Source: an optimization exercise on an open RTL-to-GDS flow (aim: small area and a short achievable clock period). Production flows keep margins and buffers that such runs may drop. RTL that was checked went through simulation tests only; none was proved equivalent to the original. No functional check of the RTL was part of runs 2 and 3.

`flow/config.mk`:
```
export PLATFORM = sky130hd
export DESIGN_NAME = I_PD
export DESIGN_NICKNAME = I_PD
export VERILOG_FILES = /design/flow/design.v
export SDC_FILE = /design/flow/constraint.sdc
export NUM_CORES = 4
export LEC_CHECK = 0
export CAP_MARGIN = 20
export CORE_MARGIN = 2
export CORE_UTILIZATION = 40
export CTS_BUF_LIST = sky130_fd_sc_hd__clkbuf_8
export PLACE_DENSITY = 0.6
export SLEW_MARGIN = 20
```
`flow/constraint.sdc`:
```
create_clock -name core_clock -period 20.0 [get_ports {clk}]
set_input_delay 4.0000 -clock core_clock [delete_from_list [all_inputs] [get_ports {clk}]]
set_output_delay 4.0000 -clock core_clock [all_outputs]
set_load 0.01 [all_outputs]
```
`flow/standard.sh`:
```
#!/bin/bash
# synth_recipe.tcl (not shown) runs the flow's synth.tcl, then flattens the netlist and writes it again
# the make line also repeats each setting of config.mk as NAME=value (left out here)
make -C /OpenROAD-flow-scripts/flow DESIGN_CONFIG=/design/flow/config.mk WORK_HOME=/design/flow/orfs CLKGATE_MAP_FILE= SYNTH_SCRIPT=/design/flow/synth_recipe.tcl "${@:-finish}"
```
`flow/flow/run.sh`:
```
#!/bin/bash
# Standard ORFS layout, except that the port buffers are buf_2 cells
# instead of the delay cells buffer_ports picks by default, and half-adder
# cells are added to the platform's don't-use list (ABC maps their logic).
set -euo pipefail
export BUFFER_PORTS_ARGS="-buffer_cell sky130_fd_sc_hd__buf_2"
DONT_USE="sky130_fd_sc_hd__probe_p_8 sky130_fd_sc_hd__probec_p_8 sky130_fd_sc_hd__lpflow_bleeder_1 sky130_fd_sc_hd__lpflow_clkbufkapwr_1 sky130_fd_sc_hd__lpflow_clkbufkapwr_16 sky130_fd_sc_hd__lpflow_clkbufkapwr_2 sky130_fd_sc_hd__lpflow_clkbufkapwr_4 sky130_fd_sc_hd__lpflow_clkbufkapwr_8 sky130_fd_sc_hd__lpflow_clkinvkapwr_1 sky130_fd_sc_hd__lpflow_clkinvkapwr_16 sky130_fd_sc_hd__lpflow_clkinvkapwr_2 sky130_fd_sc_hd__lpflow_clkinvkapwr_4 sky130_fd_sc_hd__lpflow_clkinvkapwr_8 sky130_fd_sc_hd__lpflow_decapkapwr_12 sky130_fd_sc_hd__lpflow_decapkapwr_3 sky130_fd_sc_hd__lpflow_decapkapwr_4 sky130_fd_sc_hd__lpflow_decapkapwr_6 sky130_fd_sc_hd__lpflow_decapkapwr_8 sky130_fd_sc_hd__lpflow_inputiso0n_1 sky130_fd_sc_hd__lpflow_inputiso0p_1 sky130_fd_sc_hd__lpflow_inputiso1n_1 sky130_fd_sc_hd__lpflow_inputiso1p_1 sky130_fd_sc_hd__lpflow_inputisolatch_1 sky130_fd_sc_hd__lpflow_isobufsrc_1 sky130_fd_sc_hd__lpflow_isobufsrc_16 sky130_fd_sc_hd__lpflow_isobufsrc_2 sky130_fd_sc_hd__lpflow_isobufsrc_4 sky130_fd_sc_hd__lpflow_isobufsrc_8 sky130_fd_sc_hd__lpflow_isobufsrckapwr_16 sky130_fd_sc_hd__lpflow_lsbuf_lh_hl_isowell_tap_1 sky130_fd_sc_hd__lpflow_lsbuf_lh_hl_isowell_tap_2 sky130_fd_sc_hd__lpflow_lsbuf_lh_hl_isowell_tap_4 sky130_fd_sc_hd__lpflow_lsbuf_lh_isowell_4 sky130_fd_sc_hd__lpflow_lsbuf_lh_isowell_tap_1 sky130_fd_sc_hd__lpflow_lsbuf_lh_isowell_tap_2 sky130_fd_sc_hd__lpflow_lsbuf_lh_isowell_tap_4 sky130_fd_sc_hd__ha_1 sky130_fd_sc_hd__ha_2 sky130_fd_sc_hd__ha_4"
bash standard.sh "DONT_USE_CELLS=$DONT_USE" finish > standard_flow.log 2>&1
```
`flow/design.v`:
```
`timescale 1ns / 1ps
module IPD_core
	(
		input wire [18:0] yk, rk,
		input wire [18:0] yp,       
		input wire [18:0] ik1,
		output wire [18:0] n_ik1,
		output wire [19:0] n_a
    );
localparam [18:0] MAX = 19'h3FFFF;
localparam [18:0] MIN = 19'h40000;
function [18:0] clamp20(input [19:0] s);
	clamp20 = (s[19] != s[18]) ? (s[19] ? MIN : MAX) : s[18:0];
endfunction
function [39:0] csa(input [19:0] a, input [19:0] b, input [19:0] c);
	csa = {((a & b) | (a & c) | (b & c)) << 1, a ^ b ^ c};
endfunction
wire ypmin = (yp == MIN);
wire ymin = (yk == MIN);
wire [19:0] nt0 = {yp[18], yp} - {yk[18], yk};
wire [19:0] nt = {nt0[19] ^ ypmin, nt0[18:0]};
wire signed [19:0] nts = nt;
wire nt_top = ymin & ypmin;
wire d_min = (nts <= -20'sd3496) & ~nt_top;     
wire d_max = (nts >= 20'sd3496) | nt_top;       
wire dsat = d_min | d_max;
wire d_wrap = (nts >= 20'sd1748) | (nts <= -20'sd1748);
wire [39:0] l1 = csa(nt << 7, nt << 4, nt << 2);
wire [39:0] l2 = csa(l1[19:0], l1[39:20], nt << 1);
wire signed [18:0] ys = yk;
wire p_min = ys >= 19'sd29128;      
wire p_max = ys <= -19'sd29128;     
wire psat = p_min | p_max;
wire p_wrap = (ys >= 19'sd14564) | (ys <= -19'sd14564);
wire par_p = psat ? p_max : p_wrap;
wire [19:0] yw = {yk[18], yk};
wire [19:0] p18 = (yw << 4) + (yw << 1);
wire [19:0] pm1 = p_min ? 20'hBFFFF : p_max ? 20'hBFFFE : ~p18;
wire [39:0] l3 = csa(l2[19:0], l2[39:20], pm1);
wire [19:0] v = l3[19:0] + {l3[39:21], 1'b1};
wire [19:0] a_w = {v[19] ^ d_wrap ^ par_p, v[18:0]};
wire [19:0] pd = pm1 + {19'd0, ~d_max};
wire [1:0] pd_hi = pd[19:18] + 2'b11;
wire [19:0] a_s = {pd_hi[1] ^ d_max ^ par_p, pd_hi[0], pd[17:0]};
wire [19:0] a = dsat ? a_s : a_w;            
wire [19:0] e0 = {rk[18], rk} - {yk[18], yk};
wire [19:0] e = {e0[19] ^ ymin, e0[18:0]};
wire signed [19:0] es = e;
wire m_max = es >= 20'sd74899;
wire m_min = es <= -20'sd74899;
wire msat = m_max | m_min;
wire m_wrap = (es >= 20'sd37450) | (es <= -20'sd37450);
wire [39:0] lq = csa(e << 3, ~e, {ik1[18], ik1});
wire [19:0] q = lq[19:0] + {lq[39:21], 1'b1};
wire [18:0] ik_w = clamp20({q[19] ^ m_wrap, q[18:0]});
wire [18:0] ik1_dec = {1'b0, ik1[17:0]} + 19'h7FFFF;
wire [18:0] ik_max = ik1[18] ? ik1_dec : MAX;
wire [18:0] ik_min = ik1[18] ? MIN : {1'b1, ik1[17:0]};
wire [18:0] ik = m_max ? ik_max : m_min ? ik_min : ik_w;
assign n_ik1 = ik;
assign n_a = a;
endmodule
module IPD_out
	(
		input wire [19:0] a1,      
		input wire [18:0] ik1,
		output wire [18:0] pidk
    );
localparam [18:0] MAX = 19'h3FFFF;
localparam [18:0] MIN = 19'h40000;
wire [18:0] a = (a1[19] != a1[18]) ? (a1[19] ? MIN : MAX) : a1[18:0];
wire [19:0] sum = {a[18], a} + {ik1[18], ik1};
assign pidk = (sum[19] != sum[18]) ? {sum[19], {18{~sum[19]}}} : sum[18:0];
endmodule
module I_PD #(parameter size=19)
	(
		input wire clk, rst, EN,
		input wire signed [size-1:0] yk, rk,
		output wire signed [size-1:0] pidk
    );
reg [18:0] yp, ik1;
reg [19:0] a1;
wire [18:0] n_ik1;
wire [19:0] n_a;
IPD_core core (.yk(yk), .rk(rk), .yp(yp), .ik1(ik1),
	.n_ik1(n_ik1), .n_a(n_a));
IPD_out out (.a1(a1), .ik1(ik1), .pidk(pidk));
always @(posedge clk or posedge rst)
begin
	if (rst) begin
		yp <= 19'd0;
		ik1 <= 19'd0;
		a1 <= 20'd0;
	end
	else if (EN) begin
		yp <= yk;
		ik1 <= n_ik1;
		a1 <= n_a;
	end
end
endmodule
```
==> results.yml, run 1 <==
setup_path:
  cp_slowest_cell: "xor2_1"
  cp.required_ps: 20220
  cp_top_family: "adder cells"
  max_stage_delay_ps: 730
  cp_num_buf_inv: 2
  arrival_ps: 10300
  critPathLaunchType: "input pin"
  crit_type: "in -> reg"
  end_kind: "flop"
  path_max_fanout: 17
grt:
  grt_pass1_wl_um: 57100
  grt_start_max_net_pins: 70
  grt_use_total: 0.231
  antenna_found_initial: 1
  grt_pass1_vias: 10500
  grt_overflow: 0
synth:
  synth_nets: 1690
  synthDistinctLibCells: 99
  yosysSeqAreaShare: 0.124
  synth_edf_count: 0
  synth-warning-count: 2
  syn-instance-count: 1596
  ys_async_sr_fraction: 1.00
  synthFlopType: "dfrtp_1"
  synth.cell_area_um2: 11700
  synth_area_leaders: "dfrtp_1, xnor2_1, fa_1, nor2_1, xor2_1"
  syn_avg_cell_area_um2: 7.31
  yosysTopAreaCell: "dfrtp_1"
  synth_top_area_share: 0.124
  ys_ff_latch: 58
placement:
  dpl_worst_slack_ps: 9580
  gp_congestion: 0.892
  placed_cell_area_um2: 12200
  place_hpwl_um: 28400
  port_buffers: 59
detailed_routing:
  wl_um: 35400
  antenna_left: 0
  vias: 11400
  dr.pass1.iters: 6
  drc: 0
  drt_iter0_drc: 869
  wire_per_inst_um: 17.8
  vias_per_cell: 5.71
die:
  core-area_um2: 28700
  initial_core_util: 0.407
  pin_count: 60
  row_count: 62
  die_h_um: 175
  die_x_um: 175
  dieArea_um2: 30600
sta:
  fin_ws_ps: 9920
  clock_skew_ps: 13.9
  max_freq_ghz: 0.0992
  slew_viol_final: 0
  relSlewSlack: 0.317
  worst_pin_slew_ps: 1020
  finalSetupTns_ps: 0
  period_needed_ps: 10080
  post-route-period-util: 0.504
  setup_viol: 0
  hold_viol_final: 0
  rsz0062_at_grt: "false"
final_layout:
  final_cell_mix: "nor2_1, xnor2_1, nand2_1"
  n_antenna_cell: 0
  stdcell_area_um2: 12400
  seq_area_um2: 1450
  areaGrowthSynthToFinish_pct: 6.01
  multi_input_area_um2: 9470
  mostFrequentLayoutCell: "nor2_1"
  fillCellCount: 3056
  finalNetCount: 1692
  drive_gt1_frac: 0.0986
clock_tree:
  clk_path_buf_depth: 2
  cts_tree: "yes"
  ctsHtreeMaxLevel: 3
  post_cts_resized: 0
  cts.clk_slew.worst_paths_ps: 70
  cts_buffers: 9
  cts_num_sinks: 58
  cts-root-buf: "clkbuf_8"
  cts_setup_buffers: 0
  clkLatencyLatePin_ps: 380
  hold_buffers: 0
run:
  maxCapViolations: 0
hold_path:
  hold_path_class: "reg -> reg"
run_status:
  outcome: "finished clean"
==> flip-flops by register name, indices dropped and copies added, names as in the netlist <==
| name | count |
|---|---|
| a1 | 20 |
| yp | 19 |
| ik1 | 19 |
==> worst register-to-register path: cells and delay by family (launching register included) <==
kind            cells  cell delay (ps)
flops               1              490
compound gates     11             2100
simple gates        5              740
buf+inv             1              110
fa+ha+maj           6             2430
xor+xnor            1              730
==> cell type report <==
cell class              count  area share
multi-input cells        1349       0.765
well taps                 384      0.0388
clock buffers               9      0.0100
repair buffers             67      0.0287
inverters                 113      0.0343
clock inverters             7     0.00556
flip-flops and latches     58       0.117
==> kinds of logic after synthesis <==
group,count (synthesis),share of synthesized area
compound gates,446,0.254
fa+ha+maj,112,0.143
simple gates,561,0.232
buf+inv,189,0.0650
flops,58,0.124
mux,20,0.0208
xor+xnor,210,0.161
==> Yosys cell counts, types with 14 or more instances <==
cell type	n
dfrtp_1	58
nand2_1	140
nor4_1	15
xor2_1	66
fa_1	53
nand3_1	34
o21ai_0	96
inv_1	107
a211oi_1	16
buf_2	15
nand2b_1	47
nor2_1	166
clkbuf_1	50
xnor2_1	140
a21oi_1	110
maj3_1	47
or2_2	14
nor3_1	36
o31ai_1	18
a31oi_1	29
a21o_1	14
nor2b_1	48
o22ai_1	15
o21ai_1	19
mux2_2	14
==> final timing paths <==
kind | startpoint | to | cells after the start | slack (ps)
worst max-delay path | yk[0] | a1[19]$_DFFE_PP0P_ | 25 | 9920
worst min-delay path | a1[9]$_DFFE_PP0P_ | a1[9]$_DFFE_PP0P_ | 2 | 530
worst max register to register | yp[0]$_DFFE_PP0P_ | a1[19]$_DFFE_PP0P_ | 24 | 13270
worst min register to register | a1[9]$_DFFE_PP0P_ | a1[9]$_DFFE_PP0P_ | 2 | 530
max in group asynchronous | rst | a1[10]$_DFFE_PP0P_ | 3 | 15610
min in group asynchronous | rst | yp[0]$_DFFE_PP0P_ | 3 | 3850
==> stage by stage <==
| stage | utilization | hold WS (ps) | instances |
|---|---|---|---|
| after floorplan | - | 481 | 1596 |
| after global placement | 0.424 | 509 | 1971 |
| after detailed placement | 0.424 | 513 | 1971 |
| after CTS | 0.431 | 529 | 1987 |
| after global routing | 0.431 | 557 | 1987 |
| final | 0.431 | 532 | 1987 |
==> per-layer routing <==
layer / global-route usage / part of all wire
met2: 0.373 / 0.45
met3: 0.0322 / 0.053
met1: 0.322 / 0.47
met5: 0 / 0.00045
met4: 0.0701 / 0.029
==> run 2: changes to the inputs <==
==> flow/design.v (replaced) <==
`timescale 1ns / 1ps
module IPD_core
	(
		input wire [18:0] yk, rk,
		input wire [18:0] yp,       
		input wire [18:0] ik1,      
		output wire [19:0] n_vs, n_vc,    
		output wire [19:0] n_qs, n_qc     
    );
localparam [18:0] MAX = 19'h3FFFF;
localparam [18:0] MIN = 19'h40000;
function [39:0] csa(input [19:0] a, input [19:0] b, input [19:0] c);
	csa = {((a & b) | (a & c) | (b & c)) << 1, a ^ b ^ c};
endfunction
wire ypmin = (yp == MIN);
wire ymin = (yk == MIN);
wire [19:0] t0 = {yk[18], yk} - {yp[18], yp};
wire [19:0] t = {t0[19] ^ ypmin, t0[18:0]};
wire signed [19:0] ts = t;
wire d_min = ts >= 20'sd3496;       
wire d_max = ts <= -20'sd3496;      
wire dsat = d_min | d_max;
wire d_wrap = (ts >= 20'sd1748) | (ts <= -20'sd1748);
wire [39:0] l1 = csa(~(t << 7), ~(t << 4), ~(t << 3));
wire [39:0] l2 = csa(l1[19:0], {l1[39:21], 1'b1}, {t[18:0], 1'b1});
wire [19:0] ds = d_min ? 20'hC0000 : d_max ? 20'h3FFFF : l2[19:0];
wire [19:0] dc = dsat ? 20'd0 : {l2[39:21], 1'b1};
wire signed [18:0] ys = yk;
wire p_min = ys >= 19'sd29128;      
wire p_max = ys <= -19'sd29128;     
wire psat = p_min | p_max;
wire p_wrap = (ys >= 19'sd14564) | (ys <= -19'sd14564);
wire [19:0] yc = psat ? 20'h20000 : {yk[18], yk};
wire [39:0] l3 = csa(ds, dc, ~(yc << 4));
wire [39:0] l4 = csa(l3[19:0], {l3[39:21], 1'b1}, ~(yc << 1));
wire par_a = (dsat ? 1'b0 : d_wrap) ^ (psat ? p_max : p_wrap);
assign n_vs = {l4[19] ^ par_a, l4[18:0]};
assign n_vc = {l4[39:21], ~p_max};
wire [19:0] e0 = {rk[18], rk} - {yk[18], yk};
wire [19:0] e = {e0[19] ^ ymin, e0[18:0]};
wire signed [19:0] es = e;
wire m_max = es >= 20'sd74899;
wire m_min = es <= -20'sd74899;
wire msat = m_max | m_min;
wire m_wrap = (es >= 20'sd37450) | (es <= -20'sd37450);
wire [19:0] ec = msat ? 20'h40000 : e;
wire [39:0] lq = csa(ec << 3, ~ec, {ik1[18], ik1});
wire par_q = msat ? m_max : m_wrap;
assign n_qs = {lq[19] ^ par_q, lq[18:0]};
assign n_qc = {lq[39:21], ~m_max};
endmodule
module IPD_clamp
	(
		input wire [19:0] s, c,
		output wire [18:0] y
    );
wire [19:0] r = s + c;
assign y = (r[19] != r[18]) ? {r[19], {18{~r[19]}}} : r[18:0];
endmodule
module I_PD #(parameter size=19)
	(
		input wire clk, rst, EN,
		input wire signed [size-1:0] yk, rk,
		output wire signed [size-1:0] pidk
    );
reg [18:0] yp;
reg [19:0] vs, vc, qs, qc;
wire [19:0] n_vs, n_vc, n_qs, n_qc;
wire [18:0] a1, ik1;
IPD_clamp clamp_a (.s(vs), .c(vc), .y(a1));
IPD_clamp clamp_i (.s(qs), .c(qc), .y(ik1));
IPD_core core (.yk(yk), .rk(rk), .yp(yp), .ik1(ik1),
	.n_vs(n_vs), .n_vc(n_vc), .n_qs(n_qs), .n_qc(n_qc));
IPD_clamp clamp_o (.s({a1[18], a1}), .c({ik1[18], ik1}), .y(pidk));
always @(posedge clk or posedge rst)
begin
	if (rst) begin
		yp <= 19'd0;
		vs <= 20'd0;
		vc <= 20'd0;
		qs <= 20'd0;
		qc <= 20'd0;
	end
	else if (EN) begin
		yp <= yk;
		vs <= n_vs;
		vc <= n_vc;
		qs <= n_qs;
		qc <= n_qc;
	end
end
endmodule
==> flow/run.sh (new file) <==
#!/bin/bash
# synth_recipe.tcl (not shown) runs the flow's synth.tcl, then flattens the netlist and writes it again
# the make line also repeats each setting of config.mk as NAME=value (left out here)
make -C /OpenROAD-flow-scripts/flow DESIGN_CONFIG=/design/flow/config.mk WORK_HOME=/design/flow/orfs CLKGATE_MAP_FILE= SYNTH_SCRIPT=/design/flow/synth_recipe.tcl finish
--- a/flow/config.mk
+++ b/flow/config.mk
@@ -10,3 +10,2 @@
 export CORE_UTILIZATION = 40
-export CTS_BUF_LIST = sky130_fd_sc_hd__clkbuf_8
 export PLACE_DENSITY = 0.6
removed: flow/flow/run.sh
removed: flow/standard.sh
==> run 2 against run 1 <==
Net effect: synthesized area up 2.0%; final cell count decreased by 10%; highest routed layer is now met4; wire length shrank 12%; largest cell class unchanged.
==> results.yml, run 2 <==
final_layout:
  fillCellCount: 2940
  drive_gt1_frac: 0.0935
  final_cell_mix: "inv_1, nand2_1, a21oi_1"
  areaGrowthSynthToFinish_pct: 10.6
  stdcell_area_um2: 13200
  mostFrequentLayoutCell: "inv_1"
  n_antenna_cell: 0
  finalNetCount: 1617
synth:
  synth.most_common_cell: "inv_1"
  ys_ff_latch: 99
  synthDistinctLibCells: 85
  synth_adder_area_share: 0.255
  synth_top_area_share: 0.208
  synth_top_family_by_area: "adder cells"
  yosysTopAreaCell: "dfrtp_1"
  synth_compound_area_frac: 0.194
  synth_area_leaders: "dfrtp_1, fa_1, ha_1, mux2_2, a21oi_1"
  synth.top_cells.by_count: "inv_1, nand2_1, a21oi_1"
  synth-xor-area-share: 0.0661
  synth-warning-count: 2
  synth.cell_area_um2: 11900
  muxShareOfSynthArea: 0.0778
  yosysSeqAreaShare: 0.208
  syn-instance-count: 1348
  syn_avg_cell_area_um2: 8.83
  synth_edf_count: 0
  synth_nets: 1579
  ys_async_sr_fraction: 1.00
  synthFlopType: "dfrtp_1"
  yosys.area_share.simple: 0.143
sta:
  period_needed_ps: 11840
  setup_viol: 0
  relSlewSlack: 0.267
  clock_skew_ps: 13.9
  post-route-period-util: 0.592
  finalSetupTns_ps: 0
  worst_pin_slew_ps: 1100
  slew_viol_final: 0
  max_freq_ghz: 0.0845
  hold_viol_final: 0
  rsz0062_at_grt: "false"
setup_path:
  end_kind: "primary output"
  critPathLaunchType: "flop"
  cp.required_ps: 16000
  r2r_slack_ps: 13900
  r2r_start: "yp[0]$_DFFE_PP0P_"
  arrival_ps: 7840
  cp-startpoint: "qc[1]$_DFFE_PP0P_"
  crit_type: "reg -> out"
  path_max_fanout: 20
detailed_routing:
  wire_per_inst_um: 17.6
  dr.pass1.iters: 5
  wl_um: 31300
  drc: 0
  antenna_left: 0
  vias_per_cell: 5.54
  drt_iter0_drc: 691
  vias: 9867
die:
  pin_count: 60
  die_x_um: 177
  row_count: 63
  core-area_um2: 29500
  dieArea_um2: 31200
  die_h_um: 177
  initial_core_util: 0.404
clock_tree:
  cts_tree: "yes"
  clk_path_buf_depth: 2
  cts_setup_buffers: 0
  cts_buffers: 9
  cts.clk_slew.worst_paths_ps: 80
  post_cts_resized: 0
  cts-root-buf: "clkbuf_16"
  ctsHtreeMaxLevel: 3
  hold_buffers: 0
  cts_num_sinks: 99
  clkLatencyLatePin_ps: 360
placement:
  gp_congestion: 0.912
  place_hpwl_um: 25700
  port_buffers: 59
  placed_cell_area_um2: 12900
grt:
  grt_use_total: 0.208
  grt_pass1_wl_um: 51100
  grt_overflow: 0
  antenna_found_initial: 0
  grt_start_max_net_pins: 77
  grt_pass1_vias: 9609
hold_path:
  min-delay-start: "vs[8]$_DFFE_PP0P_"
  hold_path_class: "reg -> reg"
run_status:
  outcome: "finished clean"
run:
  maxCapViolations: 0
## run 2: worst paths after layout
| path | end | depth (start not counted) |
|---|---|---|
| max | pidk[13] | 27 |
| min | vs[8]$_DFFE_PP0P_ | 1 |
| max reg2reg | vs[16]$_DFFE_PP0P_ | 16 |
| min reg2reg | vs[8]$_DFFE_PP0P_ | 1 |
| max in group asynchronous | vs[5]$_DFFE_PP0P_ | 3 |
| min in group asynchronous | qs[13]$_DFFE_PP0P_ | 2 |
## run 2: critical path, stage by stage, from the launching register on
cell             delay [ps]
dfrtp_1                 420
ha_1                    320
a211o_1                 330
a211oi_1                380
o21ai_1                 180
a21oi_1                 220
o31ai_1                 140
a21o_1                  210
o31a_1                  250
xnor2_1                 200
xnor2_1                 140
buf_4                   240
nand2b_1                460
nand2_1                 170
ha_1                    250
fa_1                    410
a21oi_1                 150
o21bai_1                100
a21oi_1                 250
o21ai_0                 110
a21oi_1                 320
o211ai_1                180
a41o_1                  260
a21oi_1                 180
xnor2_1                 140
nor2_1                  700
o21ai_0                 220
clkdlybuf4s50_1         520
## run 2: routing by layer
layer	routed length, um	track usage	share of wire
met2	13700	0.318	0.44
met4	274	0.0300	0.0088
met3	1720	0.0351	0.055
met5	0	0	0
met1	15700	0.314	0.50
## run 2: cell families (layout without fill, tap and decap cells)
group           after synthesis  count (layout)
simple gates                353             353
compound gates              352             352
fa+ha+maj                   196             196
buf+inv                     176             219
flops                        99              99
xor+xnor                     89              89
mux                          83              83
## run 2: cell type report
| class | instances | area [um^2] | area share |
|---|---|---|---|
| Sequential cell | 99 | 2480 | 0.188 |
| Tap cell | 390 | 488 | 0.0371 |
| Inverter | 139 | 524 | 0.0398 |
| Multi-Input combinational cell | 1073 | 8770 | 0.666 |
| Clock buffer | 9 | 225 | 0.0171 |
| Clock inverter | 7 | 62.6 | 0.00475 |
| Timing Repair Buffer | 64 | 626 | 0.0475 |
## run 2: stage by stage
stage               cells  utilization  hold WS [ps]  setup WS, ps
global route         1781        0.447           530          7440
detailed placement   1765        0.437           502          8650
floorplan            1348            -           481         10190
global placement     1765        0.437           493          8900
CTS                  1781        0.447           519          8190
finish               1781        0.447           514          8160
==> run 3: changes to the inputs <==
--- a/flow/design.v
+++ b/flow/design.v
@@ -51,9 +51,30 @@
 endmodule
-module IPD_clamp
+module IPD_out
 	(
-		input wire [19:0] s, c,
-		output wire [18:0] y
+		input wire [19:0] vs, vc, qs, qc,
+		output wire [18:0] ik1,
+		output wire [18:0] pidk
     );
-wire [19:0] r = s + c;
-assign y = (r[19] != r[18]) ? {r[19], {18{~r[19]}}} : r[18:0];
+localparam [18:0] MAX = 19'h3FFFF;
+localparam [18:0] MIN = 19'h40000;
+function [18:0] clamp20(input [19:0] s);
+	clamp20 = (s[19] != s[18]) ? (s[19] ? MIN : MAX) : s[18:0];
+endfunction
+function [39:0] csa(input [19:0] a, input [19:0] b, input [19:0] c);
+	csa = {((a & b) | (a & c) | (b & c)) << 1, a ^ b ^ c};
+endfunction
+wire [19:0] vr = vs + vc;
+wire [19:0] qr = qs + qc;
+wire ova = vr[19] ^ vr[18];
+wire ovi = qr[19] ^ qr[18];
+wire [18:0] a = clamp20(vr);
+assign ik1 = clamp20(qr);
+wire [39:0] l1 = csa(vs, vc, qs);
+wire [39:0] l2 = csa(l1[19:0], l1[39:20], qc);
+wire [19:0] sr = l2[19:0] + l2[39:20];
+wire s_max = ova ? ~vr[19] : ~qr[19];
+wire [18:0] x = ova ? ik1 : a;
+wire [18:0] x_dec = {1'b0, x[17:0]} + 19'h7FFFF;    
+wire [18:0] o_sat = s_max ? (x[18] ? x_dec : MAX) : (x[18] ? MIN : {1'b1, x[17:0]});
+assign pidk = (ova | ovi) ? o_sat : clamp20(sr);
 endmodule
@@ -68,8 +89,6 @@
 wire [19:0] n_vs, n_vc, n_qs, n_qc;
-wire [18:0] a1, ik1;
-IPD_clamp clamp_a (.s(vs), .c(vc), .y(a1));
-IPD_clamp clamp_i (.s(qs), .c(qc), .y(ik1));
+wire [18:0] ik1;
+IPD_out out (.vs(vs), .vc(vc), .qs(qs), .qc(qc), .ik1(ik1), .pidk(pidk));
 IPD_core core (.yk(yk), .rk(rk), .yp(yp), .ik1(ik1),
 	.n_vs(n_vs), .n_vc(n_vc), .n_qs(n_qs), .n_qc(n_qc));
-IPD_clamp clamp_o (.s({a1[18], a1}), .c({ik1[18], ik1}), .y(pidk));
 always @(posedge clk or posedge rst)
==> flow/flow/run.sh (new file) <==
#!/bin/bash
# Standard ORFS layout, except that the port buffers are buf_2 cells
# instead of the delay cells buffer_ports picks by default.
set -euo pipefail
export BUFFER_PORTS_ARGS="-buffer_cell sky130_fd_sc_hd__buf_2"
bash standard.sh finish > standard_flow.log 2>&1
==> flow/standard.sh (new file) <==
#!/bin/bash
# synth_recipe.tcl (not shown) runs the flow's synth.tcl, then flattens the netlist and writes it again
# the make line also repeats each setting of config.mk as NAME=value (left out here)
make -C /OpenROAD-flow-scripts/flow DESIGN_CONFIG=/design/flow/config.mk WORK_HOME=/design/flow/orfs CLKGATE_MAP_FILE= SYNTH_SCRIPT=/design/flow/synth_recipe.tcl "${@:-finish}"
removed: flow/run.sh
==> run 3 against run 2 <==
Net effect: clock skew is 12 ps higher; hold slack better by 27 ps; still clean on timing, DRC and antenna; die area rose by 23%; via count grew 39%; highest routed layer unchanged; first-iteration DRC count increased by 66%; worst setup slack gained 1800 ps; non-clock buffer count rose by 7.
==> results.yml, run 3 <==
synth:
  synth_top_area_share: 0.168
  synth_area_leaders: "dfrtp_1, fa_1, ha_1, nand2_1, o21ai_0"
  synthFlopType: "dfrtp_1"
  synth_edf_count: 0
  ys_ff_latch: 99
  synth.most_common_cell: "nand2_1"
  ys_async_sr_fraction: 1.00
  yosysSeqAreaShare: 0.168
  synth.top_cells.by_count: "nand2_1, inv_1, fa_1"
  syn_avg_cell_area_um2: 8.40
  synth_nets: 2028
  synth-warning-count: 3
  yosysTopAreaCell: "dfrtp_1"
  synth.cell_area_um2: 14800
  synthDistinctLibCells: 99
  syn-instance-count: 1758
detailed_routing:
  vias: 13700
  wire_per_inst_um: 21.0
  drt_iter0_drc: 1145
  drc: 0
  antenna_left: 0
  vias_per_cell: 6.06
  dr.pass1.iters: 5
  wl_um: 47500
clock_tree:
  hold_buffers: 0
  cts-root-buf: "clkbuf_16"
  cts_tree: "yes"
  clk_path_buf_depth: 2
  cts_buffers: 9
  post_cts_resized: 0
  ctsHtreeMaxLevel: 3
  cts_num_sinks: 99
  cts.clk_slew.worst_paths_ps: 100
  clkLatencyLatePin_ps: 390
  cts_setup_buffers: 0
sta:
  setup_viol: 0
  finalSetupTns_ps: 0
  relSlewSlack: 0.378
  slew_viol_final: 0
  rsz0062_at_grt: "false"
  max_freq_ghz: 0.0991
  post-route-period-util: 0.504
  hold_slack_ps: 542
  worst_pin_slew_ps: 927
  clock_skew_ps: 25.5
  hold_viol_final: 0
  period_needed_ps: 10090
placement:
  gp_congestion: 0.922
  place_hpwl_um: 39400
  port_buffers: 59
  placed_cell_area_um2: 15500
final_layout:
  finalNetCount: 2054
  multi_input_area_um2: 11500
  areaGrowthSynthToFinish_pct: 7.39
  stdcell_area_um2: 15900
  fillCellCount: 3686
  final_cell_mix: "nand2_1, inv_1, fa_1"
  seq_area_um2: 2480
  mostFrequentLayoutCell: "nand2_1"
  drive_gt1_frac: 0.101
hold_path:
  hold_path_class: "reg -> reg"
  hold_depth: 2
  min_to: "qc[19]$_DFFE_PP0P_"
  min-delay-start: "qc[19]$_DFFE_PP0P_"
setup_path:
  arrival_ps: 6090
  cp.required_ps: 16000
  end_kind: "primary output"
  critPathLaunchType: "flop"
  r2r_start: "yp[0]$_DFFE_PP0P_"
  r2r_cells: 18
  r2r_slack_ps: 13850
  crit_type: "reg -> out"
  path_max_fanout: 13
  rr_endpoint: "vs[6]$_DFFE_PP0P_"
run_status:
  outcome: "finished clean"
grt:
  grt_pass1_vias: 13300
  grt_overflow: 0
  grt_use_total: 0.252
  grt_start_max_net_pins: 69
  grt_pass1_wl_um: 75900
  antenna_found_initial: 1
die:
  row_count: 70
  die_x_um: 196
  initial_core_util: 0.404
  dieArea_um2: 38500
  die_h_um: 196
  core-area_um2: 36500
  pin_count: 60
run:
  maxCapViolations: 0
## run 3: changes by cell type after synthesis, sizes merged, moves of 23 or more
cell and delta:
nand2 +38, mux2 -27, fa +37, nor3 +23, nor2 +30, o21ai +49
## run 3: area by class of cell
class	count	share of cell area
diodes	1	0.000158
clock buffers	9	0.0142
clock inverters	7	0.00592
inverters	155	0.0369
multi-input cells	1448	0.725
flip-flops and latches	99	0.156
well taps	468	0.0369
repair buffers	71	0.0245
## run 3: logic make-up (layout without fill, tap and decap cells)
| kind of cell | after synthesis | in the layout | synth area share |
|---|---|---|---|
| AOI/OAI and AO/OA | 521 | 521 | 0.242 |
| and+or+nand+nor | 546 | 546 | 0.181 |
| muxes | 59 | 59 | 0.0442 |
| other | 0 | 1 | 0 |
| adders and majority gates | 245 | 245 | 0.264 |
| DFF | 99 | 99 | 0.168 |
| xor gates and xnor gates | 77 | 77 | 0.0462 |
| buffers and inverters | 211 | 242 | 0.0541 |
## run 3: per-stage QoR
stage          std cells  utilization  setup slack (ps)
6_report            2258        0.434              9910
5_1_grt             2258        0.434              9600
4_1_cts             2257        0.434              9960
3_5_place_dp        2241        0.425              9740
3_3_place_gp        2241        0.425             10040
2_1_floorplan       1758            -             11250
## run 3: worst max-delay path by stage
| stage | from | end | slack (ps) | cells after the start |
|---|---|---|---|---|
| after detailed placement | yk[0] | vs[6]$_DFFE_PP0P_ | 9740 | 20 |
| after global placement | yk[0] | vs[15]$_DFFE_PP0P_ | 10040 | 20 |
| after global routing | qs[1]$_DFFE_PP0P_ | pidk[17] | 9600 | 17 |
| after floorplan | yk[0] | vs[14]$_DFFE_PP0P_ | 11250 | 19 |
| final | qs[1]$_DFFE_PP0P_ | pidk[15] | 9910 | 17 |
| after CTS | qs[1]$_DFFE_PP0P_ | pidk[17] | 9960 | 17 |
## run 3: routing by layer
metal / wire (um) / track usage / part of all wire / vias to the layer above
met4: 1010 / 0.0620 / 0.021 / 0
met1: 22000 / 0.356 / 0.46 / 6732
met2: 21500 / 0.407 / 0.45 / 490
met5: 0 / 0 / 0 / -
met3: 2950 / 0.0366 / 0.062 / 63
li1: - / - / - / 6392
## run 3: worst max-delay path, stage by stage (launching register included)
cell and delay (ps):
dfrtp_1 460, fa_1 520, fa_1 520, ha_1 160
inv_1 50, fa_1 370, nor2b_1 150, o21ai_0 110
a21o_1 230, a211o_1 410, a211o_1 310, nor4bb_1 150
a311oi_1 750, nand2_1 360, nand2_1 450, o21ai_0 160
nor3_1 310, buf_2 210

-- separate check: timing with driven ports --
The flow's constraints put no driver on any port. The routed layouts listed below were extracted and timed again, unchanged, in two steps. Step 1, drivers: a clkbuf_16 drives clk and a buf_2 each remaining input, both assumed. Step 2, shift: input delay + t, output delay - t, t = (earliest + latest rising clock arrival at the registers) / 2. This alone moves slack from input paths to output paths. Slacks: ideal ports / drivers / drivers and shift; pairs: ideal ports / drivers.
run | shift t [ns] | slack for setup (ns) | worst hold slack (ns) | worst setup path after step 2 | clock arrival spread, ns
run 1 | 0.420 | 9.918 / 9.909 / 9.488 | 0.532 / 0.532 / 0.532 | input to register | 0.018 / 0.019
run 2 | 0.405 | 8.162 / 8.115 / 8.520 | 0.514 / 0.514 / 0.514 | register to output | 0.017 / 0.016
run 3 | 0.426 | 9.913 / 9.865 / 9.969 | 0.542 / 0.542 / 0.542 | input to register | 0.026 / 0.026
After both steps every run listed still meets setup and hold. For run 1, which loses most, drivers alone change the setup slack by -0.009 ns; drivers and shift together by -0.430 ns.
